This design comes from an exercise in tuning for small area on the open sky130 flow, not from production work. Only simulation tests tie the RTL to the original design; equivalence was not proved. Power is estimated from default activity; no workload was simulated.

Design odin_neuron_update, start of the top module:
module odin_neuron_update (
    input  wire          CLK,
    input  wire [127:0]  NEUR_STATE,                
    input  wire [ 31:0]  SYNARRAY_RDATA,            
    input  wire          SYN_SIGN,                  
    input  wire [  2:0]  NEUR_ADDR_LSB,             
    input  wire [  4:0]  CTRL_NEUR_VIRTS,           
    input  wire          CTRL_NEUR_EVENT,           
    input  wire          CTRL_NEUR_TREF,            
    input  wire          CTRL_NEUR_BURST_END,       
    input  wire          SPI_PROPAGATE_UNMAPPED_SYN,
    output reg  [ 57:0]  NEUR_STATE_NEXT,           
    output reg           NEUR_V_UP_NEXT,
    output reg           NEUR_V_DOWN_NEXT,
    output reg  [  6:0]  NEUR_EVENT_OUT,
    output wire [ 14:0]  NEUR_STATE_MONITOR
);
For scale: roughly 870 cells after synthesis, ~68 flip-flops, about 260 I/O pins, roughly 5600 um^2 of cells after synthesis.
export LEC_CHECK = 0
export CAP_MARGIN = 20
export CORE_MARGIN = 2
export CORE_UTILIZATION = 50
export CTS_BUF_LIST = sky130_fd_sc_hd__clkbuf_8
export GPL_TIMING_DRIVEN = 0
export SLEW_MARGIN = 20
create_clock -name core_clock -period 12.0 [get_ports {CLK}]
standard.sh (not shown) runs the stock make flow with config.mk's settings and CLKGATE_MAP_FILE= SYNTH_SCRIPT=/design/flow/synth_recipe.tcl, a recipe that flattens the netlist after the stock synthesis.
==> flow/flow/run.sh <==
#!/bin/bash
# Own layout flow: the standard ORFS flow, with two changes.
#  - Synthesis (own_synth.tcl): the standard synthesis script, except that
#    arithmetic is left as plain gates for ABC (no full/half adder cell
#    extraction) and ABC uses an area-oriented script (abc_area_deep.script).
#    The registers, their names and cell types are those of the standard synthesis.
#  - Port buffers use the smallest buffer cell (buf_1) instead of the one
#    buffer_ports picks by default.
#  - Clock tree synthesis inserts no dummy loads.
set -euo pipefail
W=$(pwd)
sed -e "s#@ABC_SCRIPT@#$W/flow/abc_area_deep.script#" -e "s#@FLOW_SYNTH@#$W/synth_recipe.tcl#" flow/own_synth.tcl > own_synth.tcl
bash standard.sh \
  SYNTH_SCRIPT=$W/own_synth.tcl \
  "BUFFER_PORTS_ARGS=-buffer_cell sky130_fd_sc_hd__buf_1" \
  "CTS_ARGS=-sink_clustering_enable -repair_clock_nets -dont_use_dummy_load -buf_list sky130_fd_sc_hd__clkbuf_8" \
  finish > standard_flow.log 2>&1
==> flow/flow/abc_area_deep.script <==
strash
&get -n
&deepsyn -T 240
&put
dch -f
amap -F 4 -A 8
topo
stime -c
==> flow/flow/own_synth.tcl <==
# The standard synthesis (synth_recipe.tcl) with two changes: arithmetic is
# left as plain gates for ABC (no full/half adder cell extraction), and ABC
# runs an area-oriented script instead of ORFS's speed script.
proc extract_fa {args} { puts "own flow: full/half adder extraction skipped" }
proc abc {args} {
  set i [lsearch -exact $args -script]
  if { $i >= 0 } { set args [lreplace $args $i [expr {$i + 1}] -script @ABC_SCRIPT@] }
  yosys abc {*}$args
}
source @FLOW_SYNTH@
The baseline produced a clean layout.
Then changed:
--- a/flow/flow/run.sh
+++ b/flow/flow/run.sh
@@ -16 +16 @@
-  "CTS_ARGS=-sink_clustering_enable -repair_clock_nets -dont_use_dummy_load -buf_list sky130_fd_sc_hd__clkbuf_8" \
+  "CTS_ARGS=-sink_clustering_enable -repair_clock_nets -dont_use_dummy_load -buf_list sky130_fd_sc_hd__clkbuf_8 -sink_clustering_size 30 -sink_clustering_max_diameter 150" \
- CORE_UTILIZATION: 50 -> 60
What happened: Clock-buffer cell count does not change; total power decreases by 1.6%; clock power barely changes; worst setup slack gets better by 0.17 ns; wire length came out lower by 2.9%; first-iteration DRC count went up by 36%; via count rose by 1.2%; synthesized area decreases by 1.4%; non-clock buffer count fell by 11.
Then changed:
- CORE_UTILIZATION: 60 -> 50
=>
- via count went down by about 3.5%
- power went down by about 1.6%
- critical path depth went up by 2
- worst setup slack gets better by 0.20 ns
- cell count went up by about 2.5%
- clock-buffer cell count stays the same
- non-clock buffer count went down by 1
- global-route usage went down by 6.2 points

## separate check: timing with driven ports
No port has a modelled driver above. Below, the same layouts with a new extraction and two added sets of constraints.
Step 1 (the two cells are an assumption about what drives the block):
set clk [get_ports {CLK}]
set_driving_cell -lib_cell sky130_fd_sc_hd__clkbuf_16 $clk
set_driving_cell -lib_cell sky130_fd_sc_hd__buf_2 [delete_from_list [all_inputs] $clk]
Step 2, shift: input delay + t, output delay - t, t = (earliest + latest rising clock arrival at the registers) / 2. This alone moves slack from input paths to output paths.
Three values: no drivers, after step 1, after step 2; two values: the first two.
run | shift t [ns] | slack for setup (ns) | cell pins on the clock port's net
the first run | 0.396 | 0.486 / 0.496 / 0.100 | 1
the second run | 0.386 | 0.653 / 0.667 / 0.281 | 1
the third run | 0.396 | 0.858 / 0.870 / 0.475 | 1
After both steps every run listed still meets setup and hold. The setup slack of the first run, which loses most, moves by +0.010 ns with the drivers and by -0.386 ns with both steps.
